This design comes from an exercise in tuning for small area and a short achievable clock period on the open sky130 flow, not from production work.
RTL that was checked went through simulation tests only; none was proved equivalent to the original.
Function not checked in run 2: the RTL went through the layout flow alone.

**flow/run.sh**
```bash
#!/bin/bash
set -euo pipefail
export BUFFER_PORTS_ARGS="-buffer_cell sky130_fd_sc_hd__buf_1"
bash standard.sh SETUP_SLACK_MARGIN=5.5 finish > standard_flow.log 2>&1
```
**standard.sh**
```bash
#!/bin/bash
# synth_recipe.tcl (not shown) runs the flow's synth.tcl, then flattens the netlist and writes it again
# the make line also repeats each setting of config.mk as NAME=value (left out here)
make -C /OpenROAD-flow-scripts/flow DESIGN_CONFIG=/design/flow/config.mk WORK_HOME=/design/flow/orfs CLKGATE_MAP_FILE= SYNTH_SCRIPT=/design/flow/synth_recipe.tcl "${@:-finish}"
```
**config.mk**
```make
export PLATFORM = sky130hd
export DESIGN_NAME = top_module_d11
export DESIGN_NICKNAME = top_module_d11
export VERILOG_FILES = /design/flow/design.v
export SDC_FILE = /design/flow/constraint.sdc
export NUM_CORES = 4
export LEC_CHECK = 0
export CAP_MARGIN = 20
export CORE_MARGIN = 2
export CORE_UTILIZATION = 65
export CTS_CLUSTER_DIAMETER = 80
export CTS_CLUSTER_SIZE = 25
export SLEW_MARGIN = 20
```
**constraint.sdc**
```tcl
create_clock -name core_clock -period 10.0 [get_ports {i_clk}]
set_input_delay 2.0000 -clock core_clock [delete_from_list [all_inputs] [get_ports {i_clk}]]
set_output_delay 2.0000 -clock core_clock [all_outputs]
set_load 0.01 [all_outputs]
```
**design.v**
```verilog
module M0_Share1(
    i_in1,
    o_out1
);
input wire [0:15] i_in1;
output wire [0:15] o_out1;
assign o_out1[ 0] = i_in1[4] ^ i_in1[ 8] ^ i_in1[12];
assign o_out1[ 1] = i_in1[1] ^ i_in1[ 9] ^ i_in1[13];
assign o_out1[ 2] = i_in1[2] ^ i_in1[ 6] ^ i_in1[14];
assign o_out1[ 3] = i_in1[3] ^ i_in1[ 7] ^ i_in1[11];
assign o_out1[ 4] = i_in1[0] ^ i_in1[ 4] ^ i_in1[ 8];
assign o_out1[ 5] = i_in1[5] ^ i_in1[ 9] ^ i_in1[13];
assign o_out1[ 6] = i_in1[2] ^ i_in1[10] ^ i_in1[14];
assign o_out1[ 7] = i_in1[3] ^ i_in1[ 7] ^ i_in1[15];
assign o_out1[ 8] = i_in1[0] ^ i_in1[ 4] ^ i_in1[12];
assign o_out1[ 9] = i_in1[1] ^ i_in1[ 5] ^ i_in1[ 9];
assign o_out1[10] = i_in1[6] ^ i_in1[10] ^ i_in1[14];
assign o_out1[11] = i_in1[3] ^ i_in1[11] ^ i_in1[15];
assign o_out1[12] = i_in1[0] ^ i_in1[ 8] ^ i_in1[12];
assign o_out1[13] = i_in1[1] ^ i_in1[ 5] ^ i_in1[13];
assign o_out1[14] = i_in1[2] ^ i_in1[ 6] ^ i_in1[10];
assign o_out1[15] = i_in1[7] ^ i_in1[11] ^ i_in1[15];
endmodule
module M1_Share1(
    i_in1,
    o_out1
);
input wire [0:15] i_in1;
output wire [0:15] o_out1;
assign o_out1[ 0] = i_in1[0] ^ i_in1[ 4] ^ i_in1[ 8];
assign o_out1[ 1] = i_in1[5] ^ i_in1[ 9] ^ i_in1[13];
assign o_out1[ 2] = i_in1[2] ^ i_in1[10] ^ i_in1[14];
assign o_out1[ 3] = i_in1[3] ^ i_in1[ 7] ^ i_in1[15];
assign o_out1[ 4] = i_in1[0] ^ i_in1[ 4] ^ i_in1[12];
assign o_out1[ 5] = i_in1[1] ^ i_in1[ 5] ^ i_in1[ 9];
assign o_out1[ 6] = i_in1[6] ^ i_in1[10] ^ i_in1[14];
assign o_out1[ 7] = i_in1[3] ^ i_in1[11] ^ i_in1[15];
assign o_out1[ 8] = i_in1[0] ^ i_in1[ 8] ^ i_in1[12];
assign o_out1[ 9] = i_in1[1] ^ i_in1[ 5] ^ i_in1[13];
assign o_out1[10] = i_in1[2] ^ i_in1[ 6] ^ i_in1[10];
assign o_out1[11] = i_in1[7] ^ i_in1[11] ^ i_in1[15];
assign o_out1[12] = i_in1[4] ^ i_in1[ 8] ^ i_in1[12];
assign o_out1[13] = i_in1[1] ^ i_in1[ 9] ^ i_in1[13];
assign o_out1[14] = i_in1[2] ^ i_in1[ 6] ^ i_in1[14];
assign o_out1[15] = i_in1[3] ^ i_in1[ 7] ^ i_in1[11];
endmodule
module Mprime_cir(
    in,
    out
);
input wire [0:63] in;
output wire [0:63] out;
M0_Share1 m00_Share1(
    .i_in1 (in[0:15]),
    .o_out1 (out[0:15])
);
M1_Share1 m10_Share1(
    .i_in1 (in[16:31]),
    .o_out1 (out[16:31])
);
M1_Share1 m11_Share1(
    .i_in1 (in[32:47]),
    .o_out1 (out[32:47])
);
M0_Share1 m01_Share1(
    .i_in1 (in[48:63]),
    .o_out1 (out[48:63])
);
endmodule
module affine_2sh(
    in1,
    in2,
    out1,
    out2
);
parameter N=64;
input wire [N - 1 : 0] in1;
input wire [N - 1 : 0] in2;
output wire [N - 1 : 0] out1;
output wire [N - 1 : 0] out2;
genvar i;
generate
for (i=0; i<16; i= i + 1) begin : SHARE1
    affine_share1 sh1(
        .i_in1 (in1[3 + i * 4  : i * 4]),
        .o_out1 (out1[3 + i * 4  : i * 4])
    );
end
endgenerate
generate
for (i=0; i<16; i= i + 1) begin : SHARE2
    affine_share2 sh2(
        .i_in2 (in2[3 + i * 4  : i * 4]),
        .o_out2 (out2[3 + i * 4  : i * 4])
    );
end
endgenerate
endmodule
module affine_share1 (
    i_in1,
    o_out1
);        
    input wire [0:3] i_in1;
    output wire [0:3] o_out1;
    wire x1, w1, v1, u1;
    assign x1 = i_in1[0];
    assign w1 = i_in1[1];
    assign v1 = i_in1[2];
    assign u1 = i_in1[3];
    assign o_out1[3] = 1 ^ v1 ;
    assign o_out1[2] = u1 ^ v1 ^ w1 ;
    assign o_out1[1] = 1 ^ x1 ;
    assign o_out1[0] = w1 ;
endmodule
module affine_share2 (
    i_in2,
    o_out2
);         
    input wire [0:3] i_in2;
    output wire [0:3] o_out2;
    wire x2, w2, v2, u2;
    assign x2 = i_in2[0];
    assign w2 = i_in2[1];
    assign v2 = i_in2[2];
    assign u2 = i_in2[3];
    assign o_out2[3] = v2 ;
    assign o_out2[2] = u2 ^ v2 ^ w2 ;
    assign o_out2[1] = x2 ;
    assign o_out2[0] = w2 ;
endmodule
module inv_sr_2sh(
    in1,
    in2,
    out1,
    out2
);
    parameter N = 64;
    input wire [N - 1 : 0] in1;
    input wire [N - 1 : 0] in2;
    output wire [N - 1 : 0] out1;
    output wire [N - 1 : 0] out2;
    inv_sr_cir sh1(
        .in   (in1),
        .out (out1)
    );
    inv_sr_cir sh2(
        .in   (in2),
        .out (out2)
    );
endmodule
module inv_sr_cir(
    in,
    out
);
input wire [0 : 63] in;
output wire [0 : 63] out;
genvar  i;
generate
  for  ( i  =  0 ;  i  <  16 ;  i  =  i + 1 )
    begin  :  mix
       assign  out[((20*i) % 64):((20*i) % 64) + 3] = in[i*4 : i*4 + 3];
    end
endgenerate
endmodule
module mprime_cir_2sh(
    in1,
    in2,
    out1,
    out2
);
    parameter N = 64;
    input wire [N - 1 : 0] in1;
    input wire [N - 1 : 0] in2;
    output wire [N - 1 : 0] out1;
    output wire [N - 1 : 0] out2;
    Mprime_cir sh1(
        .in   (in1),
        .out (out1)
    );
    Mprime_cir sh2(
        .in   (in2),
        .out (out2)
    );
endmodule
module mux_cir(
    sel,
    a,
    b,
    out
);
parameter N = 64;
input wire sel;
input wire [N - 1 : 0] a;
input wire [N - 1 : 0] b;
output wire [N - 1 : 0] out;
assign out = sel? a : b;
endmodule
module mux_cir_2sh(
    sel,
    a1,
    a2,
    b1,
    b2,
    out1,
    out2
);
    parameter N = 64;
    input wire sel;
    input wire [N - 1 : 0] a1;
    input wire [N - 1 : 0] a2;
    input wire [N - 1 : 0] b1;
    input wire [N - 1 : 0] b2;
    output wire [N - 1 : 0] out1;
    output wire [N - 1 : 0] out2;
    mux_cir sh1(
        .sel (sel),
        .a   (a1),
        .b   (b1),
        .out (out1)
    );
    mux_cir sh2(
        .sel (sel),
        .a   (a2),
        .b   (b2),
        .out (out2)
    );
endmodule
module out_key_share_flip(
    in_key,
    out_key
);
input wire [63 : 0] in_key;
output wire [63 : 0] out_key;
assign out_key = {in_key[0], in_key[63 : 2], in_key[1] ^ in_key[63]};
endmodule
module s (
  in1,
  in2,
  out1,
  out2,
  out3,
  out4
);
    input wire [3:0] in1;
    input wire [3:0] in2;
    output wire [7:0] out1;
    output wire [7:0] out2;
    output wire [7:0] out3;
    output wire [7:0] out4;
    s_bit1 sb1_inst (
      .in1 (in1),
      .in2 (in2),
      .out (out1)
    );
    s_bit2 sb2_inst (
      .in1 (in1),
      .in2 (in2),
      .out (out2)
    );
    s_bit3 sb3_inst (
      .in1 (in1),
      .in2 (in2),
      .out (out3)
    );
    s_bit4 sb4_inst (
      .in1 (in1),
      .in2 (in2),
      .out (out4)
    );
endmodule
module s_bit1 (
  in1,
  in2,
  out
);
    input wire [3:0] in1;
    input wire [3:0] in2;
    output wire [7:0] out;
    wire x1, y1, z1, w1;
    wire x2, y2, z2, w2;
    assign x1 = in1[3];
    assign x2 = in2[3];
    assign y1 = in1[2];
    assign y2 = in2[2];
    assign z1 = in1[1];
    assign z2 = in2[1];
    assign w1 = in1[0];
    assign w2 = in2[0];
    s_bit1_sh1 s_bit11_inst (
      .w1 (w1),
      .z1 (z1),
      .y1 (y1),
      .x1 (x1),
      .out1 (out[0])
    );
    s_bit1_sh2 s_bit12_inst (
      .w2 (w2),
      .z2 (z2),
      .y1 (y1),
      .x1 (x1),
      .out2 (out[1])
    );
    s_bit1_sh3 s_bit13_inst (
      .y2 (y2),
      .z1 (z1),
      .w2 (w2),
      .x1 (x1),
      .out3 (out[2])
    );
    s_bit1_sh4 s_bit14_inst (
      .y2 (y2),
      .w1 (w1),
      .z2 (z2),
      .out4 (out[3])
    );
    s_bit1_sh5 s_bit15_inst (
      .x2 (x2),
      .w2 (w2),
      .y1 (y1),
      .z1 (z1),
      .out5 (out[4])
    );
    s_bit1_sh6 s_bit16_inst (
      .x2 (x2),
      .w1 (w1),
      .y1 (y1),
      .z2 (z2),
      .out6 (out[5])
    );
    s_bit1_sh7 s_bit17_inst (
      .x2 (x2),
      .y2 (y2),
      .w1 (w1),
      .z1 (z1),
      .out7 (out[6])
    );
    s_bit1_sh8 s_bit18_inst (
      .y2 (y2),
      .w2 (w2),
      .z2 (z2),
      .out8 (out[7])
    );
endmodule
module s_bit1_sh1 (
  w1,
  z1,
  y1,
  x1,
  out1
);
    input wire w1;
    input wire z1;
    input wire y1;
    input wire x1;
    output wire out1;
    assign out1 = 1'b1 ^ y1 ^ x1 ^ z1 & w1 ^ y1 & z1 ^ x1 & w1 ^ x1 & y1 ^ y1 & z1 & w1 ;
endmodule
module s_bit1_sh2 (
  w2,
  z2,
  y1,
  x1,
  out2
);
    input wire w2;
    input wire z2;
    input wire y1;
    input wire x1;
    output wire out2;
    assign out2 = z2 & w2 ^ y1 & z2 ^ x1 & w2 ^ y1 & z2 & w2 ;
endmodule
module s_bit1_sh3 (
  y2,
  z1,
  w2,
  x1,
  out3
);
    input wire y2;
    input wire z1;
    input wire w2;
    input wire x1;
    output wire out3;
    assign out3 = y2 ^ z1 & w2 ^ y2 & z1 ^ x1 & y2 ^ y2 & z1 & w2 ;
endmodule
module s_bit1_sh4 (
  y2,
  w1,
  z2,
  out4
);
    input wire y2;
    input wire w1;
    input wire z2;
    output wire out4;
    assign out4 = z2 & w1 ^ y2 & z2 ^ y2 & z2 & w1 ;
endmodule
module s_bit1_sh5 (
  x2,
  w2,
  y1,
  z1,
  out5
);
    input wire x2;
    input wire w2;
    input wire y1;
    input wire z1;
    output wire out5;
    assign out5 = x2 ^ x2 & w2 ^ x2 & y1 ^ y1 & z1 & w2 ;
endmodule
module s_bit1_sh6 (
  x2,
  w1,
  y1,
  z2,
  out6
);
    input wire x2;
    input wire w1;
    input wire y1;
    input wire z2;
    output wire out6;
    assign out6 = x2 & w1 ^ y1 & z2 & w1 ;
endmodule
module s_bit1_sh7 (
  x2,
  y2,
  w1,
  z1,
  out7
);
    input wire x2;
    input wire y2;
    input wire w1;
    input wire z1;
    output wire out7;
    assign out7 = x2 & y2 ^ y2 & z1 & w1 ;
endmodule
module s_bit1_sh8 (
  y2,
  w2,
  z2,
  out8
);
    input wire y2;
    input wire w2;
    input wire z2;
    output wire out8;
    assign out8 = y2 & z2 & w2 ;
endmodule
module s_bit2 (
  in1,
  in2,
  out
);
    input wire [3:0] in1;
    input wire [3:0] in2;
    output wire [7:0] out;
    wire x1, y1, z1, w1;
    wire x2, y2, z2, w2;
    assign x1 = in1[3];
    assign x2 = in2[3];
    assign y1 = in1[2];
    assign y2 = in2[2];
    assign z1 = in1[1];
    assign z2 = in2[1];
    assign w1 = in1[0];
    assign w2 = in2[0];
    s_bit2_sh1 s_bit21_inst (
      .w1 (w1),
      .z1 (z1),
      .y1 (y1),
      .x1 (x1),
      .out1 (out[0])
    );
    s_bit2_sh2 s_bit22_inst (
      .w2 (w2),
      .y1 (y1),
      .z2 (z2),
      .x1 (x1),
      .out2 (out[1])
    );
    s_bit2_sh3 s_bit23_inst (
      .y2 (y2),
      .w2 (w2),
      .z1 (z1),
      .x1 (x1),
      .out3 (out[2])
    );
    s_bit2_sh4 s_bit24_inst (
      .y2 (y2),
      .w1 (w1),
      .z2 (z2),
      .x1 (x1),
      .out4 (out[3])
    );
    s_bit2_sh5 s_bit25_inst (
      .x2 (x2),
      .z1 (z1),
      .y1 (y1),
      .w2 (w2),
      .out5 (out[4])
    );
    s_bit2_sh6 s_bit26_inst (
      .x2 (x2),
      .w1 (w1),
      .z2 (z2),
      .y1 (y1),
      .out6 (out[5])
    );
    s_bit2_sh7 s_bit27_inst (
      .x2 (x2),
      .y2 (y2),
      .w1 (w1),
      .z1 (z1),
      .out7 (out[6])
    );
    s_bit2_sh8 s_bit28_inst (
      .x2 (x2),
      .y2 (y2),
      .w2 (w2),
      .z2 (z2),
      .out8 (out[7])
    );
endmodule
module s_bit2_sh1 (
  w1,
  z1,
  y1,
  x1,
  out1
);
    input wire w1;
    input wire z1;
    input wire y1;
    input wire x1;
    output wire out1;
    assign out1 = 1'b1 ^ y1 & w1 ^ y1 & z1 ^ x1 & z1 ^ y1 & z1 & w1 ^ x1 & y1 & z1 ;
endmodule
module s_bit2_sh2 (
  w2,
  y1,
  z2,
  x1,
  out2
);
    input wire w2;
    input wire y1;
    input wire z2;
    input wire x1;
    output wire out2;
    assign out2 = y1 & w2 ^ y1 & z2 ^ x1 & z2 ^ y1 & z2 & w2 ^ x1 & y1 & z2 ;
endmodule
module s_bit2_sh3 (
  y2,
  w2,
  z1,
  x1,
  out3
);
    input wire y2;
    input wire w2;
    input wire z1;
    input wire x1;
    output wire out3;
    assign out3 = y2 & w2 ^ y2 & z1 ^ y2 & z1 & w2 ^ x1 & y2 & z1 ;
endmodule
module s_bit2_sh4 (
  y2,
  w1,
  z2,
  x1,
  out4
);
    input wire y2;
    input wire w1;
    input wire z2;
    input wire x1;
    output wire out4;
    assign out4 = y2 & w1 ^ y2 & z2 ^ y2 & z2 & w1 ^ x1 & y2 & z2 ;
endmodule
module s_bit2_sh5 (
  x2,
  z1,
  y1,
  w2,
  out5
);
    input wire x2;
    input wire z1;
    input wire y1;
    input wire w2;
    output wire out5;
    assign out5 = x2 & z1 ^ y1 & z1 & w2 ^ x2 & y1 & z1 ;
endmodule
module s_bit2_sh6 (
  x2,
  w1,
  z2,
  y1,
  out6
);
    input wire x2;
    input wire w1;
    input wire z2;
    input wire y1;
    output wire out6;
    assign out6 = x2 & z2 ^ y1 & z2 & w1 ^ x2 & y1 & z2 ;
endmodule
module s_bit2_sh7 (
  x2,
  y2,
  w1,
  z1,
  out7
);
    input wire x2;
    input wire y2;
    input wire w1;
    input wire z1;
    output wire out7;
    assign out7 = y2 & z1 & w1 ^ x2 & y2 & z1 ;
endmodule
module s_bit2_sh8 (
  x2,
  y2,
  w2,
  z2,
  out8
);
    input wire x2;
    input wire y2;
    input wire w2;
    input wire z2;
    output wire out8;
    assign out8 = y2 & z2 & w2 ^ x2 & y2 & z2 ;
endmodule
module s_bit3 (
  in1,
  in2,
  out
);
    input wire [3:0] in1;
    input wire [3:0] in2;
    output wire [7:0] out;
    wire x1, y1, z1, w1;
    wire x2, y2, z2, w2;
    assign x1 = in1[3];
    assign x2 = in2[3];
    assign y1 = in1[2];
    assign y2 = in2[2];
    assign z1 = in1[1];
    assign z2 = in2[1];
    assign w1 = in1[0];
    assign w2 = in2[0];
    s_bit3_sh1 s_bit31_inst (
      .w1 (w1),
      .z1 (z1),
      .y1 (y1),
      .x1 (x1),
      .out1 (out[0])
    );
    s_bit3_sh2 s_bit32_inst (
      .w2 (w2),
      .z2 (z2),
      .y1 (y1),
      .x1 (x1),
      .out2 (out[1])
    );
    s_bit3_sh3 s_bit33_inst (
      .y2 (y2),
      .z1 (z1),
      .w2 (w2),
      .x1 (x1),
      .out3 (out[2])
    );
    s_bit3_sh4 s_bit34_inst (
      .y2 (y2),
      .w1 (w1),
      .z2 (z2),
      .x1 (x1),
      .out4 (out[3])
    );
    s_bit3_sh5 s_bit35_inst (
      .x2 (x2),
      .w2 (w2),
      .z1 (z1),
      .y1 (y1),
      .out5 (out[4])
    );
    s_bit3_sh6 s_bit36_inst (
      .x2 (x2),
      .w1 (w1),
      .z2 (z2),
      .y1 (y1),
      .out6 (out[5])
    );
    s_bit3_sh7 s_bit37_inst (
      .x2 (x2),
      .y2 (y2),
      .w1 (w1),
      .z1 (z1),
      .out7 (out[6])
    );
    s_bit3_sh8 s_bit38_inst (
      .x2 (x2),
      .y2 (y2),
      .w2 (w2),
      .z2 (z2),
      .out8 (out[7])
    );
endmodule
module s_bit3_sh1 (
  w1,
  z1,
  y1,
  x1,
  out1
);
    input wire w1;
    input wire z1;
    input wire y1;
    input wire x1;
    output wire out1;
    assign out1 = w1 ^ x1 ^ z1 & w1 ^ x1 & w1 ^ x1 & z1 ^ x1 & z1 & w1 ^ x1 & y1 & z1 ;
endmodule
module s_bit3_sh2 (
  w2,
  z2,
  y1,
  x1,
  out2
);
    input wire w2;
    input wire z2;
    input wire y1;
    input wire x1;
    output wire out2;
    assign out2 = w2 ^ z2 & w2 ^ x1 & w2 ^ x1 & z2 ^ x1 & z2 & w2 ^ x1 & y1 & z2 ;
endmodule
module s_bit3_sh3 (
  y2,
  z1,
  w2,
  x1,
  out3
);
    input wire y2;
    input wire z1;
    input wire w2;
    input wire x1;
    output wire out3;
    assign out3 = z1 & w2 ^ x1 & z1 & w2 ^ x1 & y2 & z1 ;
endmodule
module s_bit3_sh4 (
  y2,
  w1,
  z2,
  x1,
  out4
);
    input wire y2;
    input wire w1;
    input wire z2;
    input wire x1;
    output wire out4;
    assign out4 = z2 & w1 ^ x1 & z2 & w1 ^ x1 & y2 & z2 ;
endmodule
module s_bit3_sh5 (
  x2,
  w2,
  z1,
  y1,
  out5
);
    input wire x2;
    input wire w2;
    input wire z1;
    input wire y1;
    output wire out5;
    assign out5 = x2 ^ x2 & w2 ^ x2 & z1 ^ x2 & z1 & w2 ^ x2 & y1 & z1 ;
endmodule
module s_bit3_sh6 (
  x2,
  w1,
  z2,
  y1,
  out6
);
    input wire x2;
    input wire w1;
    input wire z2;
    input wire y1;
    output wire out6;
    assign out6 = x2 & w1 ^ x2 & z2 ^ x2 & z2 & w1 ^ x2 & y1 & z2 ;
endmodule
module s_bit3_sh7 (
  x2,
  y2,
  w1,
  z1,
  out7
);
    input wire x2;
    input wire y2;
    input wire w1;
    input wire z1;
    output wire out7;
    assign out7 = x2 & z1 & w1 ^ x2 & y2 & z1 ;
endmodule
module s_bit3_sh8 (
  x2,
  y2,
  w2,
  z2,
  out8
);
    input wire x2;
    input wire y2;
    input wire w2;
    input wire z2;
    output wire out8;
    assign out8 = x2 & z2 & w2 ^ x2 & y2 & z2 ;
endmodule
module s_bit4 (
  in1,
  in2,
  out
);
    input wire [3:0] in1;
    input wire [3:0] in2;
    output wire [7:0] out;
    wire x1, y1, z1, w1;
    wire x2, y2, z2, w2;
    assign x1 = in1[3];
    assign x2 = in2[3];
    assign y1 = in1[2];
    assign y2 = in2[2];
    assign z1 = in1[1];
    assign z2 = in2[1];
    assign w1 = in1[0];
    assign w2 = in2[0];
    s_bit4_sh1 s_bit41_inst (
      .w1 (w1),
      .z1 (z1),
      .y1 (y1),
      .x1 (x1),
      .out1 (out[0])
    );
    s_bit4_sh2 s_bit42_inst (
      .w2 (w2),
      .z2 (z2),
      .y1 (y1),
      .x1 (x1),
      .out2 (out[1])
    );
    s_bit4_sh3 s_bit43_inst (
      .y2 (y2),
      .z1 (z1),
      .w2 (w2),
      .x1 (x1),
      .out3 (out[2])
    );
    s_bit4_sh4 s_bit44_inst (
      .y2 (y2),
      .w1 (w1),
      .z2 (z2),
      .x1 (x1),
      .out4 (out[3])
    );
    s_bit4_sh5 s_bit45_inst (
      .x2 (x2),
      .z1 (z1),
      .y1 (y1),
      .w2 (w2),
      .out5 (out[4])
    );
    s_bit4_sh6 s_bit46_inst (
      .x2 (x2),
      .w1 (w1),
      .y1 (y1),
      .z2 (z2),
      .out6 (out[5])
    );
    s_bit4_sh7 s_bit47_inst (
      .x2 (x2),
      .y2 (y2),
      .w1 (w1),
      .z1 (z1),
      .out7 (out[6])
    );
    s_bit4_sh8 s_bit48_inst (
      .x2 (x2),
      .y2 (y2),
      .w2 (w2),
      .z2 (z2),
      .out8 (out[7])
    );
endmodule
module s_bit4_sh1 (
  w1,
  z1,
  y1,
  x1,
  out1
);
    input wire w1;
    input wire z1;
    input wire y1;
    input wire x1;
    output wire out1;
    assign out1 = 1'b1 ^ z1 ^ x1 ^ y1 & z1 ^ x1 & y1 ^ y1 & z1 & w1 ^ x1 & z1 & w1 ^ x1 & y1 & w1 ;
endmodule
module s_bit4_sh2 (
  w2,
  z2,
  y1,
  x1,
  out2
);
    input wire w2;
    input wire z2;
    input wire y1;
    input wire x1;
    output wire out2;
    assign out2 = z2 ^ y1 & z2 ^ y1 & z2 & w2 ^ x1 & z2 & w2 ^ x1 & y1 & w2 ;
endmodule
module s_bit4_sh3 (
  y2,
  z1,
  w2,
  x1,
  out3
);
    input wire y2;
    input wire z1;
    input wire w2;
    input wire x1;
    output wire out3;
    assign out3 = y2 & z1 ^ x1 & y2 ^ y2 & z1 & w2 ^ x1 & z1 & w2 ^ x1 & y2 & w2 ;
endmodule
module s_bit4_sh4 (
  y2,
  w1,
  z2,
  x1,
  out4
);
    input wire y2;
    input wire w1;
    input wire z2;
    input wire x1;
    output wire out4;
    assign out4 = y2 & z2 ^ y2 & z2 & w1 ^ x1 & z2 & w1 ^ x1 & y2 & w1 ;
endmodule
module s_bit4_sh5 (
  x2,
  z1,
  y1,
  w2,
  out5
);
    input wire x2;
    input wire z1;
    input wire y1;
    input wire w2;
    output wire out5;
    assign out5 = x2 ^ x2 & y1 ^ y1 & z1 & w2 ^ x2 & z1 & w2 ^ x2 & y1 & w2 ;
endmodule
module s_bit4_sh6 (
  x2,
  w1,
  y1,
  z2,
  out6
);
    input wire x2;
    input wire w1;
    input wire y1;
    input wire z2;
    output wire out6;
    assign out6 = y1 & z2 & w1 ^ x2 & z2 & w1 ^ x2 & y1 & w1 ;
endmodule
module s_bit4_sh7 (
  x2,
  y2,
  w1,
  z1,
  out7
);
    input wire x2;
    input wire y2;
    input wire w1;
    input wire z1;
    output wire out7;
    assign out7 = x2 & y2 ^ y2 & z1 & w1 ^ x2 & z1 & w1 ^ x2 & y2 & w1 ;
endmodule
module s_bit4_sh8 (
  x2,
  y2,
  w2,
  z2,
  out8
);
    input wire x2;
    input wire y2;
    input wire w2;
    input wire z2;
    output wire out8;
    assign out8 = y2 & z2 & w2 ^ x2 & z2 & w2 ^ x2 & y2 & w2 ;
endmodule
module sbox_rmsk (
    in1,
    in2,
    in3,
    in4,
    in_rand,
    out1,
    out2,
    out3,
    out4
);
input wire [7 : 0] in1;
input wire [7 : 0] in2;
input wire [7 : 0] in3;
input wire [7 : 0] in4;
input wire [11 : 0] in_rand;
output wire [7 : 0] out1;
output wire [7 : 0] out2;
output wire [7 : 0] out3;
output wire [7 : 0] out4;
wire [2 : 0] r1;
wire [2 : 0] r2;
wire [2 : 0] r3;
wire [2 : 0] r4;
wire [2 : 0] r1_inv;
wire [2 : 0] r2_inv;
wire [2 : 0] r3_inv;
wire [2 : 0] r4_inv;
assign r1 = in_rand[2 : 0];
assign r2 = in_rand[5 : 3];
assign r3 = in_rand[8 : 6];
assign r4 = in_rand[11 : 9];
assign r1_inv = {r1[0],r1[1],r1[2]};
assign r2_inv = {r2[0],r2[1],r2[2]};
assign r3_inv = {r3[0],r3[1],r3[2]};
assign r4_inv = {r4[0],r4[1],r4[2]};
  assign out1 = {in1[7], in1[6:4] ^ r1, in1[3:1] ^ r1_inv, in1[0]};
  assign out2 = {in2[7], in2[6:4] ^ r2, in2[3:1] ^ r2_inv, in2[0]};
  assign out3 = {in3[7], in3[6:4] ^ r3, in3[3:1] ^ r3_inv, in3[0]};
  assign out4 = {in4[7], in4[6:4] ^ r4, in4[3:1] ^ r4_inv, in4[0]};
endmodule
module share_reg(
    i_clk,
    i_d,
    o_q
);
input wire i_clk;
input wire i_d;
output wire o_q;
reg state;
always @(posedge i_clk )
begin
        state <= i_d;
end
assign o_q = state;
endmodule
module sr_2sh(
    in1,
    in2,
    out1,
    out2
);
    parameter N = 64;
    input wire [N - 1 : 0] in1;
    input wire [N - 1 : 0] in2;
    output wire [N - 1 : 0] out1;
    output wire [N - 1 : 0] out2;
    sr_cir sh1(
        .in   (in1),
        .out (out1)
    );
    sr_cir sh2(
        .in   (in2),
        .out (out2)
    );
endmodule
module sr_cir(
    in,
    out
);
input wire [0 : 63] in;
output wire [0 : 63] out;
genvar  i;
generate
  for  ( i  =  0 ;  i  <  16 ;  i  =  i + 1 )
    begin  :  mix
       assign  out[((52*i) % 64):((52*i) % 64) + 3] = in[i*4 : i*4 + 3];
    end
endgenerate
endmodule
module xor_cir(
    a,
    b,
    out
);
parameter N = 64;
input wire [N - 1 : 0] a;
input wire [N - 1 : 0] b;
output wire [N - 1 : 0] out;
assign out = a ^ b;
endmodule
module xor_cir4(
    in1,
    in2,
    in3,
    in4,
    out
);
parameter N = 1;
input wire [N - 1 : 0] in1;
input wire [N - 1 : 0] in2;
input wire [N - 1 : 0] in3;
input wire [N - 1 : 0] in4;
output wire [N - 1 : 0] out;
  assign out = in1 ^ in2 ^ in3 ^ in4;
endmodule
module xor_cir_2sh(
    a1,
    a2,
    b1,
    b2,
    out1,
    out2
);
    parameter N = 64;
    input wire [N - 1 : 0] a1;
    input wire [N - 1 : 0] a2;
    input wire [N - 1 : 0] b1;
    input wire [N - 1 : 0] b2;
    output wire [N - 1 : 0] out1;
    output wire [N - 1 : 0] out2;
    xor_cir sh1(
        .a   (a1),
        .b   (b1),
        .out (out1)
    );
    xor_cir sh2(
        .a   (a2),
        .b   (b2),
        .out (out2)
    );
endmodule
module top_module_d11(
    i_clk,
    i_reset,
    i_start,
    i_load,
    i_enc_dec,
    i_pt1,
    i_pt2,
    i_key1,
    i_key2,
    i_r,
    o_ct1,
    o_ct2,
    o_done
);
input  i_start;
input  i_clk;
input  i_reset;
input  i_enc_dec;
input  i_load;
input  [191 : 0] i_r;
input  [63 : 0] i_pt1;
input  [63 : 0] i_pt2;
input  [127 : 0] i_key1;
input  [127 : 0] i_key2;
output wire [63 : 0] o_ct1;
output wire [63 : 0] o_ct2;
output wire o_done;
localparam [63:0] ALPHA = 64'hc0ac29b7c97c50dd;
reg        idle;
reg        halt;
reg        done_reg;
reg  [4:0] cnt;      
reg  [3:0] m_fw;     
reg  [3:0] m_bw;     
reg        enc_dec_reg;
wire load_now  = idle & i_load;
wire start_now = idle & ~i_load & i_start;
wire last      = ~idle & ~halt & (cnt == 5'd23);
always @(posedge i_clk or posedge i_reset)
begin
    if (i_reset == 1'b1) begin
        idle     <= 1'b1;
        halt     <= 1'b0;
        done_reg <= 1'b0;
    end else begin
        done_reg <= last;
        if (start_now)
            idle <= 1'b0;
        else if (halt && !i_start)
            idle <= 1'b1;
        if (last)
            halt <= 1'b1;
        else if (!i_start)
            halt <= 1'b0;
    end
end
always @(posedge i_clk)
begin
    if (idle) begin
        cnt  <= 5'd1;
        m_fw <= 4'b0011;
        m_bw <= 4'b0101;
    end else begin
        cnt  <= cnt + 5'd1;
        m_fw <= {cnt < 5'd10, cnt < 5'd11, cnt < 5'd10, cnt < 5'd11};
        m_bw <= {cnt >= 5'd12, cnt >= 5'd12, cnt >= 5'd13, cnt >= 5'd13};
    end
end
always @(posedge i_clk)
begin
    if (load_now)
        enc_dec_reg <= i_enc_dec;
end
assign o_done = done_reg;
reg  [4:0] rsel;
reg        rflip;
reg  [4:0] rsel_next;
always @(*) begin
    case (cnt[4:1])
        4'd0:  rsel_next = 5'b00001;    
        4'd1:  rsel_next = 5'b00010;    
        4'd2:  rsel_next = 5'b00100;
        4'd3:  rsel_next = 5'b01000;
        4'd4:  rsel_next = 5'b10000;    
        4'd6:  rsel_next = 5'b10000;    
        4'd7:  rsel_next = 5'b01000;
        4'd8:  rsel_next = 5'b00100;
        4'd9:  rsel_next = 5'b00010;
        default: rsel_next = 5'b00001;  
    endcase
end
always @(posedge i_clk)
begin
    rsel  <= rsel_next;
    rflip <= (cnt >= 5'd11) ^ enc_dec_reg;
end
localparam [63:0] RC1 = 64'h13198a2e03707344;
localparam [63:0] RC2 = 64'ha4093822299f31d0;
localparam [63:0] RC3 = 64'h082efa98ec4e6c89;
localparam [63:0] RC4 = 64'h452821e638d01377;
localparam [63:0] RC5 = 64'hbe5466cf34e90c6c;
wire [63:0] rc = (({64{rsel[0]}} & RC1) | ({64{rsel[1]}} & RC2) |
                  ({64{rsel[2]}} & RC3) | ({64{rsel[3]}} & RC4) |
                  ({64{rsel[4]}} & RC5)) ^ ({64{rflip}} & ALPHA);
reg  [63:0] k1_1, k1_2;
reg  [63:0] kw_1, kw_2;
wire [63:0] ik0f_1, ik0f_2;
out_key_share_flip in_ok1(.in_key(i_key1[127:64]), .out_key(ik0f_1));
out_key_share_flip in_ok2(.in_key(i_key2[127:64]), .out_key(ik0f_2));
wire [63:0] k0in_1  = i_enc_dec ? ik0f_1 : i_key1[127:64];
wire [63:0] k0in_2  = i_enc_dec ? ik0f_2 : i_key2[127:64];
wire [63:0] k0out_1 = i_enc_dec ? i_key1[127:64] : ik0f_1;
wire [63:0] k0out_2 = i_enc_dec ? i_key2[127:64] : ik0f_2;
always @(posedge i_clk)
begin
    if (load_now) begin
        k1_1 <= i_key1[63:0];
        k1_2 <= i_key2[63:0];
        kw_1 <= k0out_1 ^ i_key1[63:0] ^ (i_enc_dec ? 64'h0 : ALPHA);
        kw_2 <= k0out_2 ^ i_key2[63:0];
    end
end
reg  [63:0] st1, st2;
reg  [31:0] sreg [15:0];
wire [63:0] comp1, comp2;
genvar i;
generate
for (i = 0; i < 16; i = i + 1) begin : SB
    wire [7:0] so1, so2, so3, so4;
    wire [7:0] rm1, rm2, rm3, rm4;
    s sbox(
        .in1 (st1[4*i + 3 : 4*i]),
        .in2 (st2[4*i + 3 : 4*i]),
        .out1(so1),
        .out2(so2),
        .out3(so3),
        .out4(so4)
    );
    sbox_rmsk rmsk(
        .in1 (so1),
        .in2 (so2),
        .in3 (so3),
        .in4 (so4),
        .in_rand (i_r[11 + 12*i : 12*i]),
        .out1(rm1),
        .out2(rm2),
        .out3(rm3),
        .out4(rm4)
    );
    always @(posedge i_clk)
        sreg[i] <= {rm4, rm3, rm2, rm1};
    assign comp1[4*i + 0] = ^sreg[i][ 3: 0];
    assign comp2[4*i + 0] = ^sreg[i][ 7: 4];
    assign comp1[4*i + 1] = ^sreg[i][11: 8];
    assign comp2[4*i + 1] = ^sreg[i][15:12];
    assign comp1[4*i + 2] = ^sreg[i][19:16];
    assign comp2[4*i + 2] = ^sreg[i][23:20];
    assign comp1[4*i + 3] = ^sreg[i][27:24];
    assign comp2[4*i + 3] = ^sreg[i][31:28];
end
endgenerate
wire [63:0] rk1 = k1_1 ^ rc;
wire [63:0] rk2 = k1_2;
wire [63:0] oa1, oa2;
affine_2sh outaff(.in1(comp1), .in2(comp2), .out1(oa1), .out2(oa2));
wire [63:0] bk1, bk2;
inv_sr_2sh invsr(.in1(oa1 ^ rk1), .in2(oa2 ^ rk2), .out1(bk1), .out2(bk2));
wire [63:0] sel_bw = {{16{m_bw[3]}}, {16{m_bw[2]}}, {16{m_bw[1]}}, {16{m_bw[0]}}};
wire [63:0] sel_fw = {{16{m_fw[3]}}, {16{m_fw[2]}}, {16{m_fw[1]}}, {16{m_fw[0]}}};
wire [63:0] z1 = (sel_bw & bk1) | (~sel_bw & comp1);
wire [63:0] z2 = (sel_bw & bk2) | (~sel_bw & comp2);
wire [63:0] w1, w2;
mprime_cir_2sh mprime(.in1(z1), .in2(z2), .out1(w1), .out2(w2));
wire [63:0] ws1, ws2;
sr_2sh srows(.in1(w1), .in2(w2), .out1(ws1), .out2(ws2));
wire [63:0] wa1, wa2;
affine_2sh inaff(.in1(w1), .in2(w2), .out1(wa1), .out2(wa2));
wire [63:0] rv1 = (sel_fw & (ws1 ^ rk1)) | (~sel_fw & wa1);
wire [63:0] rv2 = (sel_fw & (ws2 ^ rk2)) | (~sel_fw & wa2);
wire [63:0] x0_1 = i_pt1 ^ k0in_1 ^ i_key1[63:0] ^ (i_enc_dec ? ALPHA : 64'h0);
wire [63:0] x0_2 = i_pt2 ^ k0in_2 ^ i_key2[63:0];
always @(posedge i_clk)
begin
    if (idle) begin
        if (i_load) begin
            st1 <= x0_1;
            st2 <= x0_2;
        end
    end else begin
        st1 <= rv1;
        st2 <= rv2;
    end
end
assign o_ct1 = oa1 ^ kw_1;
assign o_ct2 = oa2 ^ kw_2;
endmodule
```
==> flow_summary.json, run 1 <==
{
  "slew_headroom_pct": 22.3,
  "synth_seq_cells": 919,
  "std_cell_rows": 110,
  "cp.required_ns": 8.00,
  "clk_latency_ns": 0.68,
  "cts_tree": "done",
  "top_layer": "met5",
  "areaGrowthSynthToFinish_pct": 10.4,
  "cts_max_level": 2,
  "critPathMaxFanout": 5,
  "tns_ns": 0,
  "avgSynthCellArea_sq_um": 9.67,
  "rsz0062_at_grt": "true",
  "grt_pass1_vias": 43791,
  "startpoint_type": "register",
  "fin_area_sq_mm": 0.0647,
  "regMostFlops": "sreg",
  "port_buffers": 709,
  "hold_buffers": 0,
  "fin_ws_ns": 5.40,
  "skew_ns": 0.0333,
  "synth.distinct_cells": 68,
  "dpl_worst_slack_ns": 5.55,
  "setup_violations": 0,
  "chipWidth_um": 304,
  "wl_met1_um": 77200,
  "postSynthCellCount": 6064,
  "finalNetCount": 7186,
  "numCtsBuffers": 48,
  "slew_violations": 0,
  "fillCellCount": 7006,
  "drv_cap": 0,
  "start_util_pct": 65.3,
  "post-route-util_pct": 72.1,
  "vias": 47105,
  "clk_pin_slew_ns": 0.11,
  "dr.pass1.iters": 8,
  "fp.dieH_um": 304,
  "synth_area_sq_mm": 0.0586,
  "globalplace.congestion": 1.05,
  "min_path_type": "reg -> reg",
  "ios": 710,
  "largest_reg_flops": 512,
  "antenna_found_initial": 17,
  "wl_per_cell_um": 27.1,
  "clk_path_buf_depth": 3,
  "fp.coreArea_sq_mm": 0.0897,
  "final_cell_mix": "1556 x xnor2_1, 704 x buf_1, 523 x dfxtp_1",
  "grt_pass1_wl_um": 296000,
  "ys.flop_type": "dfxtp_1",
  "antenna_left": 0,
  "outcome": "complete, no violations",
  "synth_fp_nets": 6679,
  "crit_arrival_ns": 2.60,
  "cts_root_buf": "clkbuf_16",
  "dp_hpwl_um": 165000,
  "max_freq_mhz": 218,
  "cts.sinks": 919,
  "viasPerCell": 6.04,
  "ys_async_sr_fraction_pct": 0.326,
  "crit_type": "reg -> out",
  "ff2ff_path_depth": 10,
  "drive_gt1_share_pct": 5.48,
  "ys_seq_area_share_pct": 38.0,
  "post_dp_cell_area_sq_mm": 0.0619,
  "wl_met2_um": 92900,
  "met3_length_um": 25600,
  "synth_edf_count": 385,
  "final_common_cell": "xnor2_1",
  "period_share_pct": 46.0,
  "worstMarginPinSlew_ns": 1.16,
  "fin_crit_ns": 4.60,
  "postRouteWirelength_um": 211000,
  "holdPathStages": 1,
  "grt_max_degree": 130,
  "overflow": 0,
  "drcViolationCount": 0,
  "cp-end-kind": "output pin",
  "drtIter0Drc": 6570,
  "yosys_warnings": 2,
  "hold_violations": 0,
  "holdWs_ns": 0.474,
  "die_area_sq_mm": 0.0926,
  "grt_usage_pct": 44.0
}
-- repair_timing --
| action | 4_1_cts | 5_1_grt |
|---|---|---|
| setup endpoints to repair | 31 | 22 |
| gates cloned | 0 | 0 |
| buffers inserted | 27 | 11 |
| pin swaps | 25 | 14 |
| gates resized for setup | 85 | 38 |
-- cell usage after synthesis (13+ instances only) --
cell type | instances | share of area, %
xor2_1 | 524 | 7.8
xor3_1 | 29 | 1.2
o211ai_1 | 45 | 0.58
edfxtp_1 | 385 | 20
o22ai_1 | 22 | 0.23
nor2b_1 | 139 | 1.5
o21ai_0 | 338 | 2.9
xnor2_1 | 1647 | 25
xnor3_1 | 49 | 1.9
xnor2_2 | 22 | 0.61
o21ai_1 | 46 | 0.39
nand3_1 | 59 | 0.50
inv_1 | 93 | 0.60
and3_1 | 32 | 0.34
nand2b_1 | 51 | 0.54
nand2_1 | 437 | 2.8
and2_1 | 16 | 0.17
a22oi_1 | 21 | 0.27
nor3b_1 | 14 | 0.18
buf_1 | 44 | 0.28
nor2_1 | 307 | 2.0
a21boi_0 | 13 | 0.17
clkbuf_1 | 298 | 1.9
maj3_1 | 14 | 0.24
ha_1 | 34 | 0.73
dfxtp_1 | 531 | 18
a21oi_1 | 501 | 4.3
nor3_1 | 31 | 0.26
mux2i_1 | 169 | 2.9
a211oi_1 | 32 | 0.41
-- cell families after synthesis --
family	synth area share, %
simple gates	8.66
buf+inv	2.94
compound gates	9.99
flops	38.0
fa+ha+maj	0.965
mux	3.18
xor+xnor	36.3
-- routing by layer --
metal	global-route usage, %	vias to the layer above
met5	0	-
met1	56.5	22287
li1	-	21104
met3	10.6	608
met4	26.7	14
met2	67.5	3092
-- through the flow --
step / std cells
after CTS: 7775
after floorplan: 6064
final: 7796
after global routing: 7794
after global placement: 7659
after detailed placement: 7659
-- worst max-delay path, stage by stage (launching register included) --
cell     delay [ns]
dfxtp_1        0.34
xnor2_2        0.18
xnor2_4        0.43
xnor2_2        0.20
xnor2_2        0.22
xnor2_2        0.34
buf_1          0.20
-- path summary, 6_finish.rpt --
kind                       slack, ns         from        end
setup / recovery                5.40  sreg[5][23]  o_ct2[21]
setup reg to reg                5.62      rsel[0]    st1[26]
hold / removal                  0.47  enc_dec_reg      rflip
max in group asynchronous       8.64      i_reset       idle
min in group asynchronous       1.15      i_reset   done_reg
hold reg to reg                 0.47  enc_dec_reg      rflip
-- cell type report --
| type | instances | area (sq um) | share of cell area (%) |
|---|---|---|---|
| antenna | 10 | 25.0 | 0.0387 |
| clock buffer | 65 | 1360 | 2.10 |
| clock inverter | 24 | 225 | 0.348 |
| inverter | 98 | 380 | 0.588 |
| multi-input combinational | 4694 | 35500 | 54.9 |
| sequential | 919 | 22300 | 34.4 |
| tap | 1176 | 1470 | 2.27 |
| timing repair buffer | 810 | 3470 | 5.36 |
==> inputs of run 2 (changes only) <==
--- a/design.v
+++ b/design.v
@@ -1229,4 +1229,4 @@
 assign o_done = done_reg;
-reg  [4:0] rsel;
-reg        rflip;
+reg  [4:0] rsel, rsel_b;
+reg        rflip, rflip_b;
 reg  [4:0] rsel_next;
@@ -1248,4 +1248,6 @@
 begin
-    rsel  <= rsel_next;
-    rflip <= (cnt >= 5'd11) ^ enc_dec_reg;
+    rsel    <= rsel_next;
+    rflip   <= (cnt >= 5'd11) ^ enc_dec_reg;
+    rsel_b  <= cnt[0] ? rsel_next : 5'b0;
+    rflip_b <= cnt[0] & ((cnt >= 5'd11) ^ enc_dec_reg);
 end
@@ -1256,5 +1258,9 @@
 localparam [63:0] RC5 = 64'hbe5466cf34e90c6c;
-wire [63:0] rc = (({64{rsel[0]}} & RC1) | ({64{rsel[1]}} & RC2) |
-                  ({64{rsel[2]}} & RC3) | ({64{rsel[3]}} & RC4) |
-                  ({64{rsel[4]}} & RC5)) ^ ({64{rflip}} & ALPHA);
+wire [63:0] rc_a = (({64{rsel[0]}} & RC1) | ({64{rsel[1]}} & RC2) |
+                    ({64{rsel[2]}} & RC3) | ({64{rsel[3]}} & RC4) |
+                    ({64{rsel[4]}} & RC5)) ^ ({64{rflip}} & ALPHA);
+wire [63:0] rc_b = (({64{rsel_b[0]}} & RC1) | ({64{rsel_b[1]}} & RC2) |
+                    ({64{rsel_b[2]}} & RC3) | ({64{rsel_b[3]}} & RC4) |
+                    ({64{rsel_b[4]}} & RC5)) ^ ({64{rflip_b}} & ALPHA);
+wire [63:0] rc = {rc_b[63:32], rc_a[31:0]};
 reg  [63:0] k1_1, k1_2;
--- a/config.mk
+++ b/config.mk
@@ -11,3 +11,3 @@
 export CTS_CLUSTER_DIAMETER = 80
-export CTS_CLUSTER_SIZE = 25
+export CTS_CLUSTER_SIZE = 32
 export SLEW_MARGIN = 20
==> run 2 against run 1 <==
Setup slack gained 0.050 ns. Critical path type unchanged. Wire length shrank 0.34%. First-iteration DRC count shrank 0.55%. Largest cell class unchanged. Cell count grew 0.22%. Die area grew 1.5%. Clock-buffer cell count shrank 14.
==> flow_summary.json, run 2 <==
{
  "holdWs_ns": 0.355,
  "max_freq_mhz": 220,
  "die_area_sq_mm": 0.0939,
  "period_share_pct": 45.5,
  "synthMuxAreaShare_pct": 3.52,
  "final_cells": 7813,
  "finalNetCount": 7209,
  "drcViolationCount": 0,
  "clk_pin_slew_ns": 0.11,
  "grt_pass1_vias": 43805,
  "synth_fp_nets": 6705,
  "skew_ns": 0.0299,
  "final_common_cell": "xnor2_1",
  "drtIter0Drc": 6534,
  "synth.top_cell.area_share_pct": 23.6,
  "drv_cap": 0,
  "postRouteWirelength_um": 210000,
  "fp.dieH_um": 306,
  "dp_hpwl_um": 165000,
  "holdPathStages": 0,
  "critPathMaxFanout": 3,
  "slew_violations": 0,
  "antenna_found_initial": 15,
  "top_layer": "met5",
  "ys_top_cells_by_area": "xnor2_1 24%, edfxtp_1 19%, dfxtp_1 18%, xor2_1 7.9%, a21oi_1 4.2%",
  "slew_headroom_pct": 27.4,
  "synthXorXnorAreaFrac_pct": 36.3,
  "synthAdderAreaFrac_pct": 0.951,
  "wl_met1_um": 77000,
  "fp.coreArea_sq_mm": 0.0903,
  "port_buffers": 709,
  "synth_edf_count": 385,
  "postSynthCellCount": 6090,
  "fillCellCount": 6837,
  "clk_latency_ns": 0.69,
  "antenna_left": 0,
  "areaGrowthSynthToFinish_pct": 10.6,
  "crit_type": "reg -> out",
  "chipWidth_um": 306,
  "rrSetupSlack_ns": 5.93,
  "hold_violations": 0,
  "viasPerCell": 6.04,
  "largest_reg_flops": 512,
  "ys.flop_type": "dfxtp_1",
  "min_path_type": "reg -> reg",
  "r2r-start": "rsel_b[4]",
  "grt_usage_pct": 43.3,
  "avgSynthCellArea_sq_um": 9.77,
  "met3_length_um": 26200,
  "vias": 47181,
  "numCtsBuffers": 47,
  "crit_arrival_ns": 2.55,
  "synth_top_family_by_area": "XOR/XNOR gates",
  "start_util_pct": 65.9,
  "final_cell_mix": "1518 x xnor2_1, 707 x buf_1, 534 x dfxtp_1",
  "fin_area_sq_mm": 0.0658,
  "globalplace.congestion": 1.05,
  "setup_violations": 0,
  "synth_area_sq_mm": 0.0595,
  "fin_ws_ns": 5.45,
  "synth_compound_area_share_pct": 9.65,
  "cts_root_buf": "clkbuf_16",
  "std_cell_rows": 110,
  "yosysTopAreaCell": "xnor2_1",
  "final-seq-area_sq_mm": 0.0225,
  "ff2ff_path_depth": 7,
  "synth.distinct_cells": 71,
  "yosys.cell_count.top_type": "xnor2_1",
  "yosys_warnings": 2,
  "post_dp_cell_area_sq_mm": 0.0627,
  "cp.required_ns": 8.00,
  "worstMarginPinSlew_ns": 1.06,
  "synthTopCellsByCount": "1601 x xnor2_1, 542 x dfxtp_1, 534 x xor2_1",
  "hp-start": "rsel_next[4]",
  "wl_per_cell_um": 26.9,
  "dr.pass1.iters": 6,
  "synth_seq_cells": 930,
  "tns_ns": 0,
  "cts.sinks": 930,
  "outcome": "complete, no violations",
  "clk_path_buf_depth": 3,
  "overflow": 0,
  "startpoint_type": "register",
  "wl_met2_um": 92800,
  "fin_crit_ns": 4.55,
  "regMostFlops": "sreg",
  "post-route-util_pct": 72.9,
  "ys_seq_area_share_pct": 37.8,
  "r2r-end": "st1[32]",
  "synth-simple-area-share_pct": 8.84,
  "multi_input_comb_area_sq_mm": 0.0363,
  "rsz0062_at_grt": "true",
  "ios": 710,
  "hold_path_end": "rsel[4]",
  "cts_max_level": 2,
  "ys_async_sr_fraction_pct": 0.323,
  "dpl_worst_slack_ns": 5.48,
  "cp-end-kind": "output pin",
  "cts_tree": "done",
  "drive_gt1_share_pct": 5.70,
  "hold_buffers": 0,
  "grt_pass1_wl_um": 295000,
  "placed_cells": 7676,
  "grt_max_degree": 167
}
[run 2: cell types whose count changed after synthesis, moves of 13 or more]
cell      previous run  this run
o21ai_1             46        12
o211ai_1            45        32
o21ai_0            338       355
and2_1              16        29
xnor3_1             49        81
xnor2_1           1647      1601
nor2b_1            139       154
nand2_1            437       406
nor2_1             307       323
[run 2: kinds of logic (layout without fill, tap and decap cells)]
kind of cell	count (synthesis)	count (layout)
simple gates	1140	1140
compound gates	1047	1047
flops	930	930
other cells	0	6
mux	204	204
buf+inv	448	989
xor+xnor	2273	2273
fa+ha+maj	48	48
[run 2: per-layer routing]
metal	vias up	global-route usage (%)
met3	557	11.7
met1	22367	54.8
met4	4	25.7
met2	3087	66.8
met5	-	0
li1	21166	-
[run 2: timing repair]
item                                    CTS  global route
endpoints found under the setup margin   34            19
pin swaps                                32            15
resized for setup                        99            27
hold endpoints to repair                  0             0
setup buffers                            27            18
[run 2: worst max-delay path by stage]
stage                     slack, ns         from          end  cells after the start
after floorplan                5.76       i_load  enc_dec_reg                      1
after global placement         5.52    i_enc_dec       st2[5]                      8
after detailed placement       5.48    i_enc_dec       st2[5]                      8
after CTS                      5.33  sreg[0][22]     o_ct2[1]                      5
after global routing           5.39  sreg[0][13]     o_ct2[1]                      5
final                          5.45  sreg[0][12]     o_ct2[1]                      5
[run 2: cell type report]
| class | instances | area share [%] |
|---|---|---|
| multi-input combinational | 4712 | 55.2 |
| sequential | 930 | 34.2 |
| timing repair buffer | 808 | 5.28 |
| tap | 1176 | 2.24 |
| clock buffer | 51 | 1.84 |
| clock inverter | 35 | 0.704 |
| inverter | 95 | 0.544 |
| antenna | 6 | 0.0228 |
[run 2: worst max-delay path, stage by stage, from the launching register on]
cell	delay, ns
dfxtp_1	0.33
xnor2_1	0.40
xnor2_2	0.29
xor3_1	0.48
xnor2_1	0.19
buf_1	0.17

afterwards: timing with drivers on the ports:
The flow's constraints put no driver on any port. The routed layouts listed below were extracted and timed again, unchanged, in two steps. Step 1, drivers: a clkbuf_16 drives i_clk and a buf_2 each remaining input, both assumed. Step 2, shift: input delay + t, output delay - t, t = (earliest + latest rising clock arrival at the registers) / 2. This alone moves slack from input paths to output paths. a / b / c = ideal ports / drivers / drivers and shift; a / b = the first two.
run	t (ns)	setup slack, ns	worst setup path at the end	latest minus earliest clock arrival (ns)	cell pins on the clock port's net
run 1	0.742	5.403 / 5.325 / 5.487	input to register	0.034 / 0.033	1
run 2	0.755	5.453 / 5.373 / 5.379	input to register	0.031 / 0.030	1
After both steps every run listed still meets setup and hold. For run 2, which loses most, drivers alone change the setup slack by -0.080 ns; drivers and shift together by -0.074 ns.
